Source: an optimization exercise on an open RTL-to-GDS flow (aim: small area). Production flows keep margins and buffers that such runs may drop. RTL that was checked went through simulation tests only; none was proved equivalent to the original. For runs 3 and 4, only the layout was checked, not whether the RTL still works. In every run shown here, the design's own scripts or RTL, not TritonCTS, make the clock network. No driver is modelled on the clock port, so clock power and skew are understated where the tree is cut down; a real chip needs a root buffer or a tree. No activity file was given, so power comes from the tool's default toggle rates.

--- design.v ---
module ALD_miami(
    SW,
    RST_N,
    CLOCK_50,
    LEDR
);
input [7:1]SW;
input RST_N;
input CLOCK_50;
output [6:0]LEDR;
wire clk = CLOCK_50;
wire rst = RST_N;
reg [5:0] rung;
wire r0  = (rung == 6'd0);
wire r1  = (rung == 6'd1);
wire r2  = (rung == 6'd2);
wire r6  = (rung == 6'd6);
wire r7  = (rung == 6'd7);
wire r38 = (rung == 6'd38);
reg mstart, mfc, tok;
reg ps0, ps1, ps2;           
reg tonp1_in, trig11, trig21, trig71, trig81;
reg [3:0] cyc_acc;
wire started = ~(cyc_acc[3] & cyc_acc[2] & ~cyc_acc[1]);    
reg SV1, SV4, VV1, VV2, heaterson, reactorheater, mfcwater;
assign LEDR = {mfcwater, reactorheater, heaterson, VV2, VV1, SV4, SV1};
reg [38:0] ring1;
reg [12:0] ring2;
reg [12:0] ring3;
reg cy1, cy2, cy3;
wire seg_tvac1  = (rung <= 6'd11);
wire seg_tpvac  = (rung >= 6'd12) & (rung <= 6'd15);
wire seg_twater = (rung >= 6'd16) & (rung <= 6'd26);
wire seg_tonp1  = (rung >= 6'd27);
wire first1     = r0 | (rung == 6'd12) | (rung == 6'd16) | (rung == 6'd27);
wire act1       = ~r38;
wire en1  = (seg_tonp1 & tonp1_in) | (seg_tvac1 & trig11) | (seg_twater & trig21) | (seg_tpvac & mstart);
wire sat1 = seg_tvac1 ? (ring1[11] & ring1[2] & ring1[1]) :
            seg_tpvac ? (ring1[3] & ring1[2]) :
                        (ring1[10] & ring1[1] & ring1[0]);
wire old1 = ring1[0] & started;
wire cin1 = first1 ? ~(sat1 & started) : cy1;
wire nb1  = act1 ? (en1 & (old1 ^ cin1)) : svac1_n;
wire first2 = r0;
wire sat2   = ring2[12] & ring2[3] & ring2[0];
wire cin2   = first2 ? ~sat2 : cy2;
wire nb2    = trig71 & (ring2[0] ^ cin2);
wire act3   = (rung >= 6'd15) & (rung <= 6'd24);
wire first3 = (rung == 6'd15);
wire sat3   = ring3[9] & ring3[1];
wire old3   = ring3[0] & started;
wire cin3   = first3 ? ~(sat3 & started) : cy3;
wire nb3    = act3 ? (tok & (old3 ^ cin3)) :
              r0   ? (SW[2] | cyc_dn) :
              r1   ? ~SW[7] :
              r38  ? svac2_n : ring3[0];
always @(posedge clk) begin
    ring1 <= {nb1, ring1[38:1]};
    ring2 <= {nb2, ring2[12:1]};
    ring3 <= {nb3, ring3[12:1]};
    cy1 <= old1 & cin1;
    cy2 <= ring2[0] & cin2;
    cy3 <= old3 & cin3;
end
wire tvac1_ge   = ring1[12] & ring1[3];      
wire tvac1_b0   = ring1[1];
wire twater_ge  = ring1[27] & ring1[18];     
wire twater_b0  = ring1[17];
wire tonp1_ge   = ring1[38] & ring1[29];     
wire tonp1_b0   = ring1[28];
wire tvacw_ge   = ring2[0] & ring2[4];       
wire tvacw_b0   = ring2[1];
wire tvacw_ge3  = ring2[0] & (ring2[4] | (ring2[3] & ring2[2] & ring2[1]));  
wire pulse_sat  = ring3[4] & ring3[9];
wire tpvac_sat  = ring1[16] & ring1[15];     
wire pulse_b9   = ring3[12];
wire vacpumps   = mstart & (~tpvac_sat | ~(ps0 | pulse_b9));
wire svac1      = ring1[0];
wire mstop_r2   = ring3[11];
wire mstop      = ring3[1];
wire heat       = ring3[2];
wire svac2      = ring3[0];
wire svac1_n    = trig11 & ~tvac1_ge;
wire svac2_n    = trig71 & ~tvacw_ge3;
wire startpos  = ps1 & ~ps2;
wire sv11      = tonp1_in & ~tonp1_ge;
wire sv1_start = tonp1_ge & ~tonp1_b0;
wire tonp1_n   = (trig81 & ~cyc_ep) | ps1 | sv11;
wire trig11_n  = sv1_start | (trig11 & ~startpos & ~trig81);
wire trig21_n  = (tvac1_ge & tvac1_b0) | (trig21 & ~startpos & ~trig81);
wire sw_tt     = trig21 & ~twater_ge;
wire trig71_n  = (trig21_n & twater_ge & ~twater_b0) | (trig71 & ~startpos & ~trig81);
wire trig81_n  = tvacw_ge & ~tvacw_b0;
wire cyc_res   = cyc_acc[3] & cyc_acc[1] & (cyc_acc[2] | cyc_acc[0]);    
wire cyc_ep    = cyc_acc[3] & cyc_acc[1] & ~cyc_acc[0];                   
wire cyc_full  = cyc_ep & ~cyc_acc[2];                                    
wire cyc_dn    = cyc_full;
wire cyc_inc   = trig81 & ~cyc_full;
wire [3:0] cyc_acc31 = (cyc_res | ~started) ? 4'd0 : cyc_acc + {3'd0, cyc_inc};
wire cyc_full31 = cyc_acc31[3] & cyc_acc31[1];
always @(posedge clk) begin
    if (r7) begin
        ps0 <= tok & ~pulse_sat;
    end
end
always @(posedge clk or negedge rst) begin
    if (rst == 1'b0) begin
        rung <= 6'd0;
        mstart <= 1'b0;
        mfc <= 1'b0; tok <= 1'b0;
        ps1 <= 1'b0; ps2 <= 1'b0;
        tonp1_in <= 1'b0; trig11 <= 1'b0; trig21 <= 1'b0; trig71 <= 1'b0; trig81 <= 1'b0;
        cyc_acc <= 4'd12;
        SV1 <= 1'b0; SV4 <= 1'b0; VV1 <= 1'b0; VV2 <= 1'b0;
        heaterson <= 1'b0; reactorheater <= 1'b0; mfcwater <= 1'b0;
    end
    else begin
        rung <= r38 ? 6'd0 : rung + 6'd1;
        if (r2) mstart <= (~SW[1] & ~SW[3]) | (mstart & ~SW[2] & ~mstop_r2);
        if (r6) mfc <= mstart & (~SW[5] | (SW[6] & mfc));
        if (r7) begin
            tok <= mstart & (~SW[4] | tok);
        end
        if (r38) begin
            ps1 <= ps0; ps2 <= ps1;
            tonp1_in <= tonp1_n;
            trig11 <= trig11_n;
            trig21 <= trig21_n;
            trig71 <= trig71_n;
            trig81 <= trig81_n;
            cyc_acc <= startpos ? (cyc_full31 ? 4'd14 : 4'd11) : cyc_acc31;
            SV1 <= mstart & sv11;
            SV4 <= mstart & sw_tt;
            VV1 <= mstart & (vacpumps | svac1);
            VV2 <= mstart & (vacpumps | svac2);
            heaterson <= heat;
            reactorheater <= (mstart | reactorheater) & ~mstop;
            mfcwater <= mfc;
        end
    end
end
endmodule
--- flow/run.sh ---
#!/bin/bash
# The standard layout (standard.sh), except:
#  - after the standard synthesis, flow/remap.sh maps the combinational logic
#    again for area (Yosys + ABC); the flip-flops stay as synthesized
#  - the port buffers are the smallest buffer (buf_1) rather than the default
#  - the clock tree is built by flow/mycts.tcl: the clock port drives four
#    buf_12, each driving a quarter of the flip-flops, split by position
set -euo pipefail
P="BUFFER_PORTS_ARGS=-buffer_cell sky130_fd_sc_hd__buf_1"
RES=$PWD/orfs/results/$FLOW_PLATFORM/ALD_miami/base
bash standard.sh synth > standard_synth.log 2>&1
LIB=$(bash standard.sh print-LIB_FILES 2>/dev/null | sed -n 's/^LIB_FILES: *//p' | awk '{print $1}')
DU=$(bash standard.sh print-DONT_USE_CELLS 2>/dev/null | sed -n 's/^DONT_USE_CELLS: *//p')
echo "LIB=$LIB" > remap_inputs.log; echo "DONT_USE=$DU" >> remap_inputs.log
bash flow/remap.sh $RES/1_2_yosys.v "$LIB" "$DU" $PWD/remap.log
bash standard.sh do-1_synth > standard_synth_odb.log 2>&1
bash standard.sh "$P" place > standard_place.log 2>&1
bash standard.sh "$P" run RUN_SCRIPT=$PWD/flow/mycts.tcl RUN_LOG_NAME_STEM=4_1_cts \
  MYCTS_NBUF=4 MYCTS_BUF=sky130_fd_sc_hd__buf_12 MYCTS_CLKNET=CLOCK_50 > mycts.log 2>&1
bash standard.sh "$P" finish > standard_finish.log 2>&1
--- flow/mycts.tcl ---
# Clock tree built by hand: the clock port drives NBUF clock buffers, each of
# which drives one group of flip-flops (groups split by position).
utl::set_metrics_stage "cts__{}"
source $::env(SCRIPTS_DIR)/load.tcl
erase_non_stage_variables cts
load_design 3_place.odb 3_place.sdc

set nbuf $::env(MYCTS_NBUF)
set bufm $::env(MYCTS_BUF)

set db [ord::get_db]
set block [ord::get_db_block]
set clk_port_net [$block findNet $::env(MYCTS_CLKNET)]
set master [$db findMaster $bufm]

# sinks with their positions
set sinks {}
foreach it [$clk_port_net getITerms] {
  set inst [$it getInst]
  set loc [$inst getLocation]
  set m [$inst getMaster]
  set x [expr {[lindex $loc 0] + [$m getWidth] / 2}]
  set y [expr {[lindex $loc 1] + [$m getHeight] / 2}]
  lappend sinks [list $it $x $y]
}
puts "mycts: [llength $sinks] sinks, $nbuf buffers of $bufm"

# split into nbuf groups: recursive bisection for powers of two, else
# strips along the longer side of the sink region
proc split_groups { sinks n dir } {
  if { $n <= 1 } { return [list $sinks] }
  set idx [expr {$dir == 0 ? 1 : 2}]
  set s [lsort -integer -index $idx $sinks]
  if { $n % 2 == 1 } {
    set out {}
    set len [llength $s]
    for {set k 0} {$k < $n} {incr k} {
      set lo [expr {$k * $len / $n}]
      set hi [expr {($k + 1) * $len / $n - 1}]
      lappend out [lrange $s $lo $hi]
    }
    return $out
  }
  set half [expr {[llength $s] / 2}]
  set a [lrange $s 0 [expr {$half - 1}]]
  set b [lrange $s $half end]
  set nd [expr {1 - $dir}]
  return [concat [split_groups $a [expr {$n / 2}] $nd] [split_groups $b [expr {$n / 2}] $nd]]
}
set groups [split_groups $sinks $nbuf 0]

set i 0
foreach g $groups {
  set sx 0; set sy 0
  foreach s $g { incr sx [lindex $s 1]; incr sy [lindex $s 2] }
  set cx [expr {$sx / [llength $g]}]
  set cy [expr {$sy / [llength $g]}]
  set inst [odb::dbInst_create $block $master "clkbuf_hand_$i"]
  set net [odb::dbNet_create $block "clknet_hand_$i"]
  $net setSigType CLOCK
  foreach s $g {
    set it [lindex $s 0]
    $it disconnect
    $it connect $net
  }
  [$inst findITerm A] connect $clk_port_net
  [$inst findITerm X] connect $net
  $inst setLocation [expr {$cx - [$master getWidth] / 2}] [expr {$cy - [$master getHeight] / 2}]
  $inst setPlacementStatus PLACED
  puts "mycts: buffer $i drives [llength $g] sinks at ($cx, $cy)"
  incr i
}

set_placement_padding -global \
  -left $::env(CELL_PAD_IN_SITES_DETAIL_PLACEMENT) \
  -right $::env(CELL_PAD_IN_SITES_DETAIL_PLACEMENT)
detailed_placement
set_propagated_clock [all_clocks]
estimate_parasitics -placement
report_clock_skew
report_check_types -max_slew -max_capacitance -violators
# slew at the flip-flop clock pins
for {set j 0} {$j < $i} {incr j} {
  set pins [get_pins -of_objects [get_nets clknet_hand_$j] -filter "direction==input"]
  set p [lindex $pins end]
  report_slews $p
}


if { !$::env(SKIP_CTS_REPAIR_TIMING) } {
  repair_timing_helper
  set result [catch { detailed_placement } msg]
  if { $result != 0 } {
    error "Detailed placement failed in CTS: $msg"
  }
  check_placement -verbose
}
report_metrics 4 "cts final"
orfs_write_db $::env(RESULTS_DIR)/4_1_cts.odb
orfs_write_sdc $::env(RESULTS_DIR)/4_cts.sdc
--- flow/remap.sh ---
#!/bin/bash
# remap.sh NETLIST LIB "DONT_USE_CELLS" LOG
# Area re-mapping of a synthesized netlist's combinational logic: Yosys reads
# the cells as their liberty functions, keeps every flip-flop as the cell
# instance synthesis made (same name, same type), flattens the rest to gates
# and maps it again with ABC for area (deepsyn, then amap), then writes the
# netlist back in place.
set -euo pipefail
NET=$1; LIB=$2; DU=$3; LOG=$4
DUARGS=""
for c in $DU; do DUARGS="$DUARGS -dont_use $c"; done
cat > remap.ys <<YS
read_liberty -ignore_miss_func $LIB
read_verilog $NET.standard
hierarchy -top $FLOW_TOP
setattr -mod -set keep_hierarchy 1 sky130_fd_sc_hd__df* sky130_fd_sc_hd__edf* sky130_fd_sc_hd__sdf* sky130_fd_sc_hd__dl*
flatten
opt_clean
abc -liberty $LIB $DUARGS -script "+strash;&get -n;&deepsyn -T 10;&put;dch -f;amap;topo"
opt_clean
select $FLOW_TOP
write_verilog -noattr -selected $NET
YS
cp $NET $NET.standard
yosys -s remap.ys > $LOG 2>&1
--- standard.sh ---
#!/bin/bash
# synth_recipe.tcl (not shown) runs the flow's synth.tcl, then flattens the netlist and writes it again
# the make line also repeats each setting of config.mk as NAME=value (left out here)
make -C /OpenROAD-flow-scripts/flow DESIGN_CONFIG=/design/flow/config.mk WORK_HOME=/design/flow/orfs CLKGATE_MAP_FILE= SYNTH_SCRIPT=/design/flow/synth_recipe.tcl "${@:-finish}"
--- config.mk ---
export PLATFORM = sky130hd
export DESIGN_NAME = ALD_miami
export DESIGN_NICKNAME = ALD_miami
export VERILOG_FILES = /design/flow/design.v
export SDC_FILE = /design/flow/constraint.sdc
export NUM_CORES = 4
export LEC_CHECK = 0
export CAP_MARGIN = 20
export CORE_MARGIN = 2
export CORE_UTILIZATION = 40
export SLEW_MARGIN = 20
--- constraint.sdc ---
create_clock -name core_clock -period 50.0 [get_ports {CLOCK_50}]
set_input_delay 10.0000 -clock core_clock [delete_from_list [all_inputs] [get_ports {CLOCK_50}]]
set_output_delay 10.0000 -clock core_clock [all_outputs]
set_load 0.01 [all_outputs]
==> key figures, run 1 <==
Outcome
  – Status: complete, no violations

Finish
  – Fin nets: 281
  – Fill cell total of the finished layout: 670
  – Area growth, synth to finish: 9.54%
  – Layout Cells excl Fill: 366
  – Layout cells sized above 1: 0.0296
  – N_diodes: 0

Worst setup path
  – CP Buf/Inv Count: 1
  – CP Class: flip-flop to output pin
  – Max incr delay on CP: 370 ps
  – Critical-path maximum fanout: 2
  – Crit end category: output pin
  – Crit-path cells: buf_1
  – CP top delay family: flip-flops
  – Critical Path RT: 40000 ps
  – Worst Setup Start Kind: flip-flop
  – Slowest-stage cell, CP: dfrtp_1
  – R2R Path Start: rung[4]$_DFF_PN0_
  – Worst Setup SP: VV1$_DFFE_PN0P_
  – Crit path DAT: 670 ps

Floorplan
  – Total core area: 6830 µm²
  – Die Ht: 88.4 µm
  – IO Pins: 16
  – Die ar.: 7810 µm²
  – Die X: 88.4 µm
  – Initial Util: 0.417
  – Cell row count: 30

Worst hold path
  – Hold Crit Class: flip-flop to flip-flop
  – Hold path start: ring1[14]$_DFF_P_

Clock network
  – CTS Hold Bufs: 0
  – Post_cts resized: 0
  – Clock insertion delay at the later pin of the skew report: 130 ps
  – Post-CTS Setup Inserts: 0
  – Clock Pin Slew Worst Setup and Hold Paths: 90 ps

STA
  – Clock Skew: 10.1 ps
  – Fmax: 0.0937 GHz
  – Worst-Margin Slew: 595 ps
  – Final Hold Vio Count: 0
  – Final period utilization: 0.213
  – RSZ-0062 raised after global routing: false
  – Number of max-slew violations in the final report: 0
  – Setup TNS: 0 ps
  – Final setup viols: 0
  – Slew margin rel.: 0.600
  – Min cycle time layout: 10670 ps

Detailed routing
  – Initial DRC Count: 67
  – DRC: 0
  – First-pass iteration count of the detailed router: 4
  – DR vias: 1725
  – Antenna Violating Nets Remaining: 0
  – Drt total wl: 4950 µm
  – Via/cell ratio: 4.71
  – Post-detailed-route wirelength per cell: 13.5 µm

Global route
  – GRT Overall Usage: 0.130
  – Vias in the first global route: 1671
  – Remaining global-route overflow: 0
  – Initial antenna violation count: 0
  – First-pass GRT wire length: 8150 µm
  – Largest net degree at the start of global routing: 28

Placed design
  – Post-Place Cells: 362
  – GPL Wtd Cong: 0.780
  – DP Wirelength: 3620 µm
  – Number of I/O port buffers: 15

Synth
  – Synth Cell Area: 2850 µm²
  – Synth warn: 1
  – Average size of a mapped cell: 11.4 µm²
  – Gate Count Post-Synth: 249
  – Syn nets: 258

Job
  – Max-Cap Viols: 0

Pwr
  – Power, Total: 0.111 mW
  – PwrDens: 35.5 nW/µm²
  – Leak pwr: 1.18 nW
  – Worst IR Drop VDD: 0.0000261 V
sequential cells by signal (all words and copies together) (netlist names), 4 cells and up:
name     cells
cyc_acc      4
ring1       39
ring2       13
ring3       13
rung         6
per-layer routing:
metal  GRT usage  share of wire
met2       0.224           0.47
met5           0              0
met1       0.186           0.49
met3     0.00933          0.027
met4      0.0193          0.016
layout by cell type (no fill, tap or decap), drive strengths merged, types with 3 or more instances in the layout:
master   n
a21oi   13
nor4     3
nand2   19
a31oi    3
nor3     7
o22ai    5
a32o     3
dfrtp   25
clkinv  29
o21ai    5
or2      4
nor2    32
buf     21
a211oi   4
o31ai    3
dfxtp   68
final cells by class:
class / count / area (µm²) / share of cell area
multi-input cells: 124 / 668 / 0.214
well taps: 96 / 120 / 0.0385
plain buffers: 4 / 80.1 / 0.0257
flip-flops and latches: 96 / 2070 / 0.664
inverters: 29 / 109 / 0.0349
repair buffers: 17 / 71.3 / 0.0229
power breakdown:
group	leakage (nW)	internal, mW	switching (mW)
Sequential	0.898	0.0776	0.000320
Clock	0.0376	0.0130	0.0178
Combinational	0.248	0.000633	0.00118
metrics by stage:
step,hold WS [ps],setup slack [ps],utilization,instance area [µm²]
after floorplan,310,39370,-,2850
after global placement,311,39250,0.445,3040
after detailed placement,312,39210,0.445,3040
after global routing,325,39290,0.456,3120
final,323,39330,0.456,3120
path summary, 6_finish.rpt:
kind	endpoint	slack (ps)	cells after the start
setup / recovery	LEDR[2]	39330	1
hold / removal	ring1[13]$_DFF_P_	320	0
setup reg to reg	SV1$_DFFE_PN0P_	47370	10
hold reg to reg	ring1[13]$_DFF_P_	320	0
max in group asynchronous	cyc_acc[2]$_DFFE_PN1P_	39820	2
min in group asynchronous	rung[5]$_DFF_PN0_	9860	2
worst reg2reg max path: stages, from the launching register on:
cell	delay, ps
dfrtp_1	440
clkinv_1	160
nand3b_1	120
nor3_1	220
clkinv_1	130
nor2_1	100
buf_4	230
clkinv_1	380
nor2_1	370
clkinv_1	200
o21ai_0	210
==> run 2, diff against run 1 <==
--- a/flow/run.sh
+++ b/flow/run.sh
@@ -4,7 +4,7 @@
 #    again for area (Yosys + ABC); the flip-flops stay as synthesized
 #  - the port buffers are the smallest buffer (buf_1) rather than the default
 #  - the clock tree is built by flow/mycts.tcl: the clock port drives four
-#    buf_12, each driving a quarter of the flip-flops, split by position
+#    buf_8, each driving a quarter of the flip-flops, split by position
 set -euo pipefail
 P="BUFFER_PORTS_ARGS=-buffer_cell sky130_fd_sc_hd__buf_1"
 RES=$PWD/orfs/results/$FLOW_PLATFORM/ALD_miami/base
@@ -16,5 +16,5 @@
 bash standard.sh do-1_synth > standard_synth_odb.log 2>&1
 bash standard.sh "$P" place > standard_place.log 2>&1
 bash standard.sh "$P" run RUN_SCRIPT=$PWD/flow/mycts.tcl RUN_LOG_NAME_STEM=4_1_cts \
-  MYCTS_NBUF=4 MYCTS_BUF=sky130_fd_sc_hd__buf_12 MYCTS_CLKNET=CLOCK_50 > mycts.log 2>&1
+  MYCTS_NBUF=4 MYCTS_BUF=sky130_fd_sc_hd__buf_8 MYCTS_CLKNET=CLOCK_50 > mycts.log 2>&1
 bash standard.sh "$P" finish > standard_finish.log 2>&1
==> run 2 against run 1 <==
Power decreased by 3.5%. Critical path depth did not move. Worst hold slack improved by 15 ps. Utilization decreased by 0.20 points. First-iteration DRC count increased by 54%. Cell area shrank 0.44%. Largest cell class unchanged. Global-route usage increased by 0.10 points. Highest routed layer unchanged. Via count grew 2.4%. Synthesized cell count increased by 0.80%. Setup slack lost 24 ps.
==> key figures, run 2 <==
Floorplan
  – Initial Util: 0.418
  – Die ar.: 7820 µm²
  – Die X: 88.5 µm
  – Die Ht: 88.5 µm
  – Total core area: 6830 µm²
  – IO Pins: 16
  – Cell row count: 30

Pwr
  – Flop pwr share: 0.730
  – Clock power share: 0.254
  – Leak pwr: 1.16 nW
  – PwrDens: 34.4 nW/µm²
  – NetSw: 0.0194 mW
  – Worst IR Drop VDD: 0.0000261 V
  – Cell Int Power: 0.0873 mW
  – Combinational Power Share: 0.016
  – Switching part of the total power: 0.182

Clock network
  – Clock insertion delay at the later pin of the skew report: 150 ps
  – Post_cts resized: 0
  – Post-CTS Setup Inserts: 0
  – Clock Pin Slew Worst Setup and Hold Paths: 120 ps
  – CTS Hold Bufs: 0

Worst setup path
  – Slowest-stage cell, CP: dfrtp_1
  – Critical-path maximum fanout: 2
  – CP top delay family: flip-flops
  – Critical Path RT: 40000 ps
  – Worst Setup Start Kind: flip-flop
  – Max incr delay on CP: 380 ps
  – Crit end category: output pin
  – CP Buf/Inv Count: 1
  – CP Class: flip-flop to output pin
  – Crit-path cells: buf_1
  – Crit path DAT: 690 ps

Global route
  – GRT Overall Usage: 0.131
  – First-pass GRT wire length: 8270 µm
  – Vias in the first global route: 1704
  – Initial antenna violation count: 0
  – Remaining global-route overflow: 0
  – Largest net degree at the start of global routing: 28

Placed design
  – Number of I/O port buffers: 15
  – Setup WS pre-CTS: 39390 ps
  – GPL Wtd Cong: 0.824
  – DP Wirelength: 3540 µm

Finish
  – Fin nets: 283
  – Biggest regs: ring1: 39 flops, ring2: 13 flops, ring3: 13 flops
  – Max reg flops: 39
  – Commonest non-fill, non-tap cells in the layout: dfxtp_1 (68), nor2_1 (33), clkinv_1 (27), dfrtp_1 (25), buf_1 (15)
  – Commonest non-fill, non-tap cell in the layout: dfxtp_1
  – N_diodes: 0
  – Area growth, synth to finish: 8.82%
  – Layout cells sized above 1: 0.0294
  – Top reg by flops: ring1

Synth
  – Synth warn: 1
  – Synth Cell Area: 2850 µm²
  – Gate Count Post-Synth: 251
  – Syn nets: 260
  – Average size of a mapped cell: 11.4 µm²

Detailed routing
  – First-pass iteration count of the detailed router: 5
  – Antenna Violating Nets Remaining: 0
  – Post-detailed-route wirelength per cell: 13.5 µm
  – Top layer in use: met4
  – Metal1 wirelength: 2480 µm
  – Via/cell ratio: 4.80
  – WL met3: 167 µm
  – Routed wl met2: 2270 µm
  – DR vias: 1767
  – DRC: 0
  – Drt total wl: 4970 µm
  – Initial DRC Count: 103

STA
  – Slew margin rel.: 0.629
  – Clock Skew: 9.82 ps
  – Number of max-slew violations in the final report: 0
  – Worst-Margin Slew: 553 ps
  – Final setup viols: 0
  – Setup TNS: 0 ps
  – Worst Setup Slack, final: 39310 ps
  – Final period utilization: 0.214
  – RSZ-0062 raised after global routing: false
  – Fmax: 0.0935 GHz
  – Min cycle time layout: 10690 ps
  – Final Hold Vio Count: 0

Job
  – Max-Cap Viols: 0

Worst hold path
  – Hold Crit Class: flip-flop to flip-flop

Outcome
  – Status: complete, no violations
[run 2: worst paths after layout]
kind / from / to / slack (ps) / cells past startpoint
worst max-delay path: SV1$_DFFE_PN0P_ / LEDR[0] / 39310 / 1
worst max register to register: rung[2]$_DFF_PN0_ / cyc_acc[2]$_DFFE_PN1P_ / 47120 / 7
worst min register to register: ring2[11]$_DFF_P_ / ring2[10]$_DFF_P_ / 340 / 0
max in group asynchronous: RST_N / cyc_acc[2]$_DFFE_PN1P_ / 39860 / 2
min in group asynchronous: RST_N / rung[4]$_DFF_PN0_ / 9830 / 2
worst min-delay path: ring2[11]$_DFF_P_ / ring2[10]$_DFF_P_ / 340 / 0
[run 2: power groups by stage]
stage	logic (mW)	clock network [mW]	registers, mW
global route	0.00195	0.0306	0.0779
finish	0.00170	0.0271	0.0778
global placement	0.00175	0	0.0795
floorplan	0.000510	0	0.0796
detailed placement	0.00176	0	0.0795
CTS	0.00176	0.0281	0.0778
[run 2: area by class of cell]
cell class	instances	area, µm²
Fill cell	669	3730
Sequential cell	96	2070
Multi-Input combinational cell	128	682
Tap cell	96	120
Inverter	27	101
Timing Repair Buffer	17	71.3
Buffer	4	60.1
[run 2: metal layers]
| metal | track usage | vias to the layer above |
|---|---|---|
| met5 | 0 | - |
| met4 | 0.0110 | 0 |
| met3 | 0.0149 | 3 |
| met2 | 0.219 | 22 |
| met1 | 0.193 | 839 |
| li1 | - | 903 |
[run 2: metrics by stage]
stage	hold slack, ps	util	area [µm²]	power [mW]	instances
5_1_grt	344	0.454	3100	0.110	368
3_3_place_gp	310	0.446	3040	0.0813	364
6_report	338	0.454	3100	0.107	368
3_5_place_dp	312	0.446	3040	0.0813	364
2_1_floorplan	310	-	2850	0.0801	251
==> run 3, diff against run 2 <==
--- a/design.v
+++ b/design.v
@@ -20,14 +20,39 @@
 reg mstart, mfc, tok;
 reg ps0, ps1, ps2;           
 reg tonp1_in, trig11, trig21, trig71, trig81;
-reg [3:0] cyc_acc;
-wire started = ~(cyc_acc[3] & cyc_acc[2] & ~cyc_acc[1]);    
 reg SV1, SV4, VV1, VV2, heaterson, reactorheater, mfcwater;
 assign LEDR = {mfcwater, reactorheater, heaterson, VV2, VV1, SV4, SV1};
+reg [3:0] cyc_acc;
+wire started   = ~(cyc_acc[3] & cyc_acc[2] & ~cyc_acc[1]);              
+wire cyc_res   = cyc_acc[3] & cyc_acc[1] & (cyc_acc[2] | cyc_acc[0]);    
+wire cyc_ep    = cyc_acc[3] & cyc_acc[1] & ~cyc_acc[0];                   
+wire cyc_full  = cyc_ep & ~cyc_acc[2];                                    
+wire cyc_inc   = trig81 & ~cyc_full;
+wire [3:0] cyc_acc31 = (cyc_res | ~started) ? 4'd0 : cyc_acc + {3'd0, cyc_inc};
+wire cyc_full31 = cyc_acc31[3] & cyc_acc31[1];
 reg [38:0] ring1;
 reg [12:0] ring2;
 reg [12:0] ring3;
 reg cy1, cy2, cy3;
+wire tvac1_ge   = ring1[12] & ring1[3];      
+wire tvac1_b0   = ring1[1];
+wire tpvac_sat  = ring1[16] & ring1[15];     
+wire twater_ge  = ring1[27] & ring1[18];     
+wire twater_b0  = ring1[17];
+wire tonp1_ge   = ring1[38] & ring1[29];     
+wire tonp1_b0   = ring1[28];
+wire svac1      = ring1[0];
+wire tvacw_ge   = ring2[0] & ring2[4];       
+wire tvacw_b0   = ring2[1];
+wire tvacw_ge3  = ring2[0] & (ring2[4] | (ring2[3] & ring2[2] & ring2[1]));  
+wire svac2      = ring3[0];
+wire mstop      = ring3[1];
+wire heat       = ring3[2];
+wire pulse_b9   = ring3[12];                 
+wire mstop_r2   = ring3[11];
+wire pulse_sat  = ring3[4] & ring3[9];       
+wire svac1_n    = trig11 & ~tvac1_ge;
+wire svac2_n    = trig71 & ~tvacw_ge3;
 wire seg_tvac1  = (rung <= 6'd11);
 wire seg_tpvac  = (rung >= 6'd12) & (rung <= 6'd15);
 wire seg_twater = (rung >= 6'd16) & (rung <= 6'd26);
@@ -51,7 +76,7 @@
 wire old3   = ring3[0] & started;
 wire cin3   = first3 ? ~(sat3 & started) : cy3;
 wire nb3    = act3 ? (tok & (old3 ^ cin3)) :
-              r0   ? (SW[2] | cyc_dn) :
+              r0   ? (SW[2] | cyc_full) :
               r1   ? ~SW[7] :
               r38  ? svac2_n : ring3[0];
 always @(posedge clk) begin
@@ -62,26 +87,7 @@
     cy2 <= ring2[0] & cin2;
     cy3 <= old3 & cin3;
 end
-wire tvac1_ge   = ring1[12] & ring1[3];      
-wire tvac1_b0   = ring1[1];
-wire twater_ge  = ring1[27] & ring1[18];     
-wire twater_b0  = ring1[17];
-wire tonp1_ge   = ring1[38] & ring1[29];     
-wire tonp1_b0   = ring1[28];
-wire tvacw_ge   = ring2[0] & ring2[4];       
-wire tvacw_b0   = ring2[1];
-wire tvacw_ge3  = ring2[0] & (ring2[4] | (ring2[3] & ring2[2] & ring2[1]));  
-wire pulse_sat  = ring3[4] & ring3[9];
-wire tpvac_sat  = ring1[16] & ring1[15];     
-wire pulse_b9   = ring3[12];
-wire vacpumps   = mstart & (~tpvac_sat | ~(ps0 | pulse_b9));
-wire svac1      = ring1[0];
-wire mstop_r2   = ring3[11];
-wire mstop      = ring3[1];
-wire heat       = ring3[2];
-wire svac2      = ring3[0];
-wire svac1_n    = trig11 & ~tvac1_ge;
-wire svac2_n    = trig71 & ~tvacw_ge3;
+wire vacpumps  = mstart & (~tpvac_sat | ~(ps0 | pulse_b9));
 wire startpos  = ps1 & ~ps2;
 wire sv11      = tonp1_in & ~tonp1_ge;
 wire sv1_start = tonp1_ge & ~tonp1_b0;
@@ -91,23 +97,13 @@
 wire sw_tt     = trig21 & ~twater_ge;
 wire trig71_n  = (trig21_n & twater_ge & ~twater_b0) | (trig71 & ~startpos & ~trig81);
 wire trig81_n  = tvacw_ge & ~tvacw_b0;
-wire cyc_res   = cyc_acc[3] & cyc_acc[1] & (cyc_acc[2] | cyc_acc[0]);    
-wire cyc_ep    = cyc_acc[3] & cyc_acc[1] & ~cyc_acc[0];                   
-wire cyc_full  = cyc_ep & ~cyc_acc[2];                                    
-wire cyc_dn    = cyc_full;
-wire cyc_inc   = trig81 & ~cyc_full;
-wire [3:0] cyc_acc31 = (cyc_res | ~started) ? 4'd0 : cyc_acc + {3'd0, cyc_inc};
-wire cyc_full31 = cyc_acc31[3] & cyc_acc31[1];
 always @(posedge clk) begin
-    if (r7) begin
-        ps0 <= tok & ~pulse_sat;
-    end
+    if (r7) ps0 <= tok & ~pulse_sat;
 end
 always @(posedge clk or negedge rst) begin
     if (rst == 1'b0) begin
         rung <= 6'd0;
-        mstart <= 1'b0;
-        mfc <= 1'b0; tok <= 1'b0;
+        mstart <= 1'b0; mfc <= 1'b0; tok <= 1'b0;
         ps1 <= 1'b0; ps2 <= 1'b0;
         tonp1_in <= 1'b0; trig11 <= 1'b0; trig21 <= 1'b0; trig71 <= 1'b0; trig81 <= 1'b0;
         cyc_acc <= 4'd12;
@@ -118,9 +114,7 @@
         rung <= r38 ? 6'd0 : rung + 6'd1;
         if (r2) mstart <= (~SW[1] & ~SW[3]) | (mstart & ~SW[2] & ~mstop_r2);
         if (r6) mfc <= mstart & (~SW[5] | (SW[6] & mfc));
-        if (r7) begin
-            tok <= mstart & (~SW[4] | tok);
-        end
+        if (r7) tok <= mstart & (~SW[4] | tok);
         if (r38) begin
             ps1 <= ps0; ps2 <= ps1;
             tonp1_in <= tonp1_n;
--- a/flow/run.sh
+++ b/flow/run.sh
@@ -4,7 +4,7 @@
 #    again for area (Yosys + ABC); the flip-flops stay as synthesized
 #  - the port buffers are the smallest buffer (buf_1) rather than the default
 #  - the clock tree is built by flow/mycts.tcl: the clock port drives four
-#    buf_8, each driving a quarter of the flip-flops, split by position
+#    buf_12, each driving a quarter of the flip-flops, split by position
 set -euo pipefail
 P="BUFFER_PORTS_ARGS=-buffer_cell sky130_fd_sc_hd__buf_1"
 RES=$PWD/orfs/results/$FLOW_PLATFORM/ALD_miami/base
@@ -16,5 +16,5 @@
 bash standard.sh do-1_synth > standard_synth_odb.log 2>&1
 bash standard.sh "$P" place > standard_place.log 2>&1
 bash standard.sh "$P" run RUN_SCRIPT=$PWD/flow/mycts.tcl RUN_LOG_NAME_STEM=4_1_cts \
-  MYCTS_NBUF=4 MYCTS_BUF=sky130_fd_sc_hd__buf_8 MYCTS_CLKNET=CLOCK_50 > mycts.log 2>&1
+  MYCTS_NBUF=4 MYCTS_BUF=sky130_fd_sc_hd__buf_12 MYCTS_CLKNET=CLOCK_50 > mycts.log 2>&1
 bash standard.sh "$P" finish > standard_finish.log 2>&1
--- a/config.mk
+++ b/config.mk
@@ -5,7 +5,7 @@
 export SDC_FILE = /design/flow/constraint.sdc
 export NUM_CORES = 4
 export LEC_CHECK = 0
-export CAP_MARGIN = 20
+export CAP_MARGIN = 0
 export CORE_MARGIN = 2
 export CORE_UTILIZATION = 40
-export SLEW_MARGIN = 20
+export SLEW_MARGIN = 0
==> run 3 against run 2 <==
First-iteration DRC count fell by 36%. Worst hold slack got worse by 11 ps. Sequential power barely moved. Clock power rose by 14%. Die area rose by 0.25%. Wire length rose by 0.73%. Area after synthesis rose by 0.26%. Fmax rose by 0.40%. Final cell count fell by 0.27%. Register-to-register slack improved by 30 ps. Cell area rose by 0.89%. Critical path type unchanged. Largest power group unchanged.
==> key figures, run 3 <==
Global route
  – Vias in the first global route: 1776
  – Largest net degree at the start of global routing: 28
  – GRT Overall Usage: 0.134
  – Remaining global-route overflow: 0
  – First-pass GRT wire length: 8540 µm
  – Initial antenna violation count: 0

Outcome
  – Status: complete, no violations

Clock network
  – Clock insertion delay at the later pin of the skew report: 130 ps
  – Clock Pin Slew Worst Setup and Hold Paths: 90 ps
  – Post_cts resized: 0
  – Post-CTS Setup Inserts: 0
  – CTS Hold Bufs: 0

Synth
  – Synth warn: 1
  – Average size of a mapped cell: 11.4 µm²
  – Gate Count Post-Synth: 250
  – Synth Cell Area: 2860 µm²
  – Syn nets: 259

Pwr
  – NetSw: 0.0192 mW
  – Combinational Power Share: 0.016
  – Flop pwr share: 0.705
  – Worst IR Drop VDD: 0.0000237 V
  – Cell Int Power: 0.0912 mW
  – PwrDens: 35.3 nW/µm²
  – Leak pwr: 1.22 nW
  – Clock power share: 0.279
  – Switching part of the total power: 0.174

Worst setup path
  – CP Class: flip-flop to output pin
  – Slowest-stage cell, CP: dfrtp_1
  – Crit end category: output pin
  – CP top delay family: flip-flops
  – Crit-path cells: buf_1
  – Max incr delay on CP: 390 ps
  – Critical-path maximum fanout: 2
  – Critical Path RT: 40000 ps
  – Worst Setup Start Kind: flip-flop
  – CP Buf/Inv Count: 1
  – Crit path DAT: 650 ps
  – R2r setup slk: 47150 ps

STA
  – Final setup viols: 0
  – Worst-Margin Slew: 554 ps
  – Clock Skew: 6.74 ps
  – Number of max-slew violations in the final report: 0
  – Fmax: 0.0939 GHz
  – Slew margin rel.: 0.628
  – Worst Setup Slack, final: 39350 ps
  – Final Hold Vio Count: 0
  – Setup TNS: 0 ps
  – Min cycle time layout: 10650 ps
  – Final period utilization: 0.213
  – RSZ-0062 raised after global routing: false

Finish
  – Fin nets: 282
  – Area growth, synth to finish: 9.49%
  – Fin util: 0.456
  – Layout Cells excl Fill: 367
  – Layout cells sized above 1: 0.0295
  – Commonest non-fill, non-tap cells in the layout: dfxtp_1 (68), nor2_1 (33), clkinv_1 (27), dfrtp_1 (25), nand2_1 (17)
  – Top reg by flops: ring1
  – Max reg flops: 39
  – Post-Layout Inst Area: 3130 µm²
  – Biggest regs: ring1: 39 flops, ring2: 13 flops, ring3: 13 flops
  – Commonest non-fill, non-tap cell in the layout: dfxtp_1
  – N_diodes: 0
  – Fill cell total of the finished layout: 649

Floorplan
  – IO Pins: 16
  – Initial Util: 0.416
  – Die ar.: 7840 µm²
  – Die X: 88.6 µm
  – Cell row count: 30
  – Die Ht: 88.6 µm
  – Total core area: 6870 µm²

Detailed routing
  – Post-detailed-route wirelength per cell: 13.6 µm
  – DR vias: 1787
  – Initial DRC Count: 66
  – DRC: 0
  – Via/cell ratio: 4.87
  – Antenna Violating Nets Remaining: 0
  – Drt total wl: 5000 µm
  – First-pass iteration count of the detailed router: 4

Placed design
  – DP Area: 3050 µm²
  – DP Wirelength: 3590 µm
  – Number of I/O port buffers: 15
  – Setup WS pre-CTS: 39310 ps
  – GPL Wtd Cong: 0.948
  – Post-Place Cells: 363

Worst hold path
  – Hold Crit Class: flip-flop to flip-flop

Job
  – Max-Cap Viols: 0
run 3: per-layer routing:
metal	GRT usage	wire, µm	vias up
met5	0	0	-
li1	-	-	894
met2	0.218	2220	25
met4	0.0234	86	0
met3	0.0140	153	10
met1	0.197	2540	858
run 3: worst register-to-register path, stage by stage, from the launching register on:
cell,delay [ps]
dfrtp_1,440
clkinv_1,180
nand4b_1,130
or2_0,280
nor2_1,420
buf_4,300
clkinv_1,340
a221oi_1,420
o21a_1,170
a211oi_1,40
run 3: layout make-up:
type | count | area [µm²] | share of cell area
multi-input cells | 127 | 689 | 0.220
plain buffers | 4 | 80.1 | 0.0256
well taps | 96 | 120 | 0.0384
inverters | 27 | 101 | 0.0324
repair buffers | 17 | 71.3 | 0.0228
flip-flops and latches | 96 | 2070 | 0.661
run 3: path summary, 6_finish.rpt:
| path | from | endpoint | cells after the start |
|---|---|---|---|
| worst max-delay path | SV4$_DFFE_PN0P_ | LEDR[1] | 1 |
| worst min-delay path | ring1[30]$_DFF_P_ | ring1[29]$_DFF_P_ | 0 |
| worst max register to register | rung[4]$_DFF_PN0_ | ring3[12]$_DFF_P_ | 9 |
| worst min register to register | ring1[30]$_DFF_P_ | ring1[29]$_DFF_P_ | 0 |
| max in group asynchronous | RST_N | cyc_acc[2]$_DFFE_PN1P_ | 2 |
| min in group asynchronous | RST_N | SV1$_DFFE_PN0P_ | 2 |
run 3: power groups by stage:
stage | sequential (mW) | clock, mW | combinational, mW
finish | 0.0779 | 0.0308 | 0.00173
global placement | 0.0795 | 0 | 0.00174
floorplan | 0.0796 | 0 | 0.000606
detailed placement | 0.0795 | 0 | 0.00179
CTS | 0.0779 | 0.0318 | 0.00179
global route | 0.0779 | 0.0347 | 0.00200
run 3: stage by stage:
step	power (mW)	hold slack [ps]
finish	0.110	327
global route	0.115	336
detailed placement	0.0813	313
global placement	0.0812	310
floorplan	0.0802	310
==> run 4, diff against run 3 <==
--- a/design.v
+++ b/design.v
@@ -33,7 +33,8 @@
 reg [38:0] ring1;
 reg [12:0] ring2;
 reg [12:0] ring3;
-reg cy1, cy2, cy3;
+reg cy1;      
+reg cy23;     
 wire tvac1_ge   = ring1[12] & ring1[3];      
 wire tvac1_b0   = ring1[1];
 wire tpvac_sat  = ring1[16] & ring1[15];     
@@ -66,15 +67,16 @@
 wire old1 = ring1[0] & started;
 wire cin1 = first1 ? ~(sat1 & started) : cy1;
 wire nb1  = act1 ? (en1 & (old1 ^ cin1)) : svac1_n;
+wire act2   = (rung <= 6'd12);
 wire first2 = r0;
 wire sat2   = ring2[12] & ring2[3] & ring2[0];
-wire cin2   = first2 ? ~sat2 : cy2;
+wire cin2   = first2 ? ~sat2 : (act2 & cy23);
 wire nb2    = trig71 & (ring2[0] ^ cin2);
 wire act3   = (rung >= 6'd15) & (rung <= 6'd24);
 wire first3 = (rung == 6'd15);
 wire sat3   = ring3[9] & ring3[1];
 wire old3   = ring3[0] & started;
-wire cin3   = first3 ? ~(sat3 & started) : cy3;
+wire cin3   = first3 ? ~(sat3 & started) : cy23;
 wire nb3    = act3 ? (tok & (old3 ^ cin3)) :
               r0   ? (SW[2] | cyc_full) :
               r1   ? ~SW[7] :
@@ -84,8 +86,7 @@
     ring2 <= {nb2, ring2[12:1]};
     ring3 <= {nb3, ring3[12:1]};
     cy1 <= old1 & cin1;
-    cy2 <= ring2[0] & cin2;
-    cy3 <= old3 & cin3;
+    cy23 <= act2 ? (ring2[0] & cin2) : (old3 & cin3);
 end
 wire vacpumps  = mstart & (~tpvac_sat | ~(ps0 | pulse_b9));
 wire startpos  = ps1 & ~ps2;
--- a/config.mk
+++ b/config.mk
@@ -5,7 +5,7 @@
 export SDC_FILE = /design/flow/constraint.sdc
 export NUM_CORES = 4
 export LEC_CHECK = 0
-export CAP_MARGIN = 0
+export CAP_MARGIN = 20
 export CORE_MARGIN = 2
 export CORE_UTILIZATION = 40
-export SLEW_MARGIN = 0
+export SLEW_MARGIN = 20
==> run 4 against run 3 <==
Still clean. Sequential power about the same. Sequential share of layout area down 0.51 points. Wire length rose by 1.5%. Power is 0.46% higher. Largest cell class unchanged. Largest power group unchanged.
==> key figures, run 4 <==
Synth
  – Syn nets: 265
  – Gate Count Post-Synth: 256
  – Average size of a mapped cell: 11.1 µm²
  – Synth Cell Area: 2850 µm²
  – Synth warn: 1

Finish
  – Max reg flops: 39
  – Biggest regs: ring1: 39 flops, ring2: 13 flops, ring3: 13 flops
  – Area growth, synth to finish: 9.51%
  – Fill cell total of the finished layout: 666
  – N_diodes: 0
  – Top reg by flops: ring1
  – Commonest non-fill, non-tap cells in the layout: dfxtp_1 (67), nor2_1 (38), clkinv_1 (29), dfrtp_1 (25), nand2_1 (20)
  – Fin nets: 288
  – Commonest non-fill, non-tap cell in the layout: dfxtp_1
  – Layout cells sized above 1: 0.0289

Worst setup path
  – Crit-path cells: buf_1
  – Max incr delay on CP: 380 ps
  – Critical-path maximum fanout: 2
  – Crit path DAT: 670 ps
  – Worst Setup Start Kind: flip-flop
  – Slowest-stage cell, CP: dfrtp_1
  – CP Class: flip-flop to output pin
  – CP Buf/Inv Count: 1
  – Crit end category: output pin
  – CP top delay family: flip-flops
  – Critical Path RT: 40000 ps

STA
  – Clock Skew: 7.60 ps
  – Final Hold Vio Count: 0
  – Number of max-slew violations in the final report: 0
  – Min cycle time layout: 10670 ps
  – Slew margin rel.: 0.479
  – Setup TNS: 0 ps
  – Final setup viols: 0
  – Min Hold Slack: 333 ps
  – RSZ-0062 raised after global routing: false
  – Final period utilization: 0.213
  – Fmax: 0.0938 GHz
  – Worst-Margin Slew: 775 ps

Detailed routing
  – Antenna Violating Nets Remaining: 0
  – Post-detailed-route wirelength per cell: 13.6 µm
  – Initial DRC Count: 107
  – DRC: 0
  – Drt total wl: 5080 µm
  – First-pass iteration count of the detailed router: 4
  – Via/cell ratio: 4.88
  – DR vias: 1819

Floorplan
  – Cell row count: 30
  – Die X: 88.5 µm
  – Die ar.: 7830 µm²
  – Initial Util: 0.418
  – Die Ht: 88.5 µm
  – IO Pins: 16
  – Total core area: 6830 µm²

Global route
  – Largest net degree at the start of global routing: 28
  – GRT Overall Usage: 0.139
  – Vias in the first global route: 1815
  – Initial antenna violation count: 0
  – First-pass GRT wire length: 8590 µm
  – Remaining global-route overflow: 0

Clock network
  – Post_cts resized: 0
  – CTS Hold Bufs: 0
  – Post-CTS Setup Inserts: 0
  – Clock insertion delay at the later pin of the skew report: 130 ps
  – Clock Pin Slew Worst Setup and Hold Paths: 90 ps

Outcome
  – Status: complete, no violations

Worst hold path
  – Hold Crit Class: flip-flop to flip-flop

Pwr
  – Leak pwr: 1.21 nW
  – PwrDens: 35.5 nW/µm²
  – Worst IR Drop VDD: 0.0000207 V
  – Power, Total: 0.111 mW

Placed design
  – GPL Wtd Cong: 0.887
  – DP Wirelength: 3730 µm
  – Number of I/O port buffers: 15

Job
  – Max-Cap Viols: 0
## run 4: area by class of cell
type / count / area [µm²] / share of cell area
flip-flops and latches: 95 / 2050 / 0.656
multi-input cells: 132 / 696 / 0.223
inverters: 29 / 109 / 0.0348
well taps: 96 / 120 / 0.0384
plain buffers: 4 / 80.1 / 0.0256
repair buffers: 17 / 71.3 / 0.0228
## run 4: layer usage
layer	vias up	global-route usage	wire length (µm)
met5	-	0	0
met4	0	0.0289	126
met3	9	0.0112	168
met2	29	0.227	2240
met1	870	0.203	2540
li1	911	-	-
## run 4: path summary, 6_finish.rpt
kind / start / endpoint / slack [ps] / cells past startpoint
setup / recovery: SV4$_DFFE_PN0P_ / LEDR[1] / 39330 / 1
hold / removal: ring3[10]$_DFF_P_ / ring3[9]$_DFF_P_ / 330 / 0
setup reg to reg: rung[0]$_DFF_PN0_ / cyc_acc[3]$_DFFE_PN1P_ / 47130 / 12
hold reg to reg: ring3[10]$_DFF_P_ / ring3[9]$_DFF_P_ / 330 / 0
max in group asynchronous: RST_N / cyc_acc[2]$_DFFE_PN1P_ / 39830 / 2
min in group asynchronous: RST_N / VV1$_DFFE_PN0P_ / 9860 / 2
## run 4: stage by stage
step	cells	worst slack, ps	cell area [µm²]	utilization
after global placement	369	39410	3050	0.446
after floorplan	256	39540	2850	-
after detailed placement	369	39390	3050	0.446
final	373	39330	3130	0.458
after global routing	373	39290	3130	0.458
## run 4: where the power goes
part / total (mW) / internal [mW] / switching, mW / leakage [nW]
sequential: 0.0778 / 0.0772 / 0.000606 / 0.896
clock: 0.0311 / 0.0130 / 0.0181 / 0.0376
combinational: 0.00202 / 0.000767 / 0.00125 / 0.274
total: 0.111 / 0.0910 / 0.0199 / 1.21

==> static timing again, ports no longer ideal <==
Ports are ideal in the flow. The routed layouts listed here were re-timed in OpenROAD. Step 1 (the two cells are an assumption about what drives the block):
set clk [get_ports {CLOCK_50}]
set_driving_cell -lib_cell sky130_fd_sc_hd__clkbuf_16 $clk
set_driving_cell -lib_cell sky130_fd_sc_hd__buf_2 [delete_from_list [all_inputs] $clk]
Step 2 adds t to the input delays and takes it off the output delays; t is the mean of the earliest and latest rising clock arrival at the registers after step 1. Input paths then give back, and output paths get back, about the clock's delay inside the block. Slacks: no drivers / after step 1 / after step 2; pairs: no drivers / after step 1.
run | t (ns) | setup slack, ns | latest minus earliest clock arrival (ns)
run 1 | 0.206 | 39.330 / 39.248 / 39.205 | 0.011 / 0.010
run 2 | 0.212 | 39.306 / 39.233 / 39.401 | 0.011 / 0.011
run 3 | 0.206 | 39.348 / 39.267 / 39.315 | 0.006 / 0.006
run 4 | 0.203 | 39.334 / 39.256 / 39.412 | 0.009 / 0.010
After both steps every run listed still meets setup and hold. The setup slack of run 1, which loses most, moves by -0.082 ns with the drivers and by -0.125 ns with both steps.
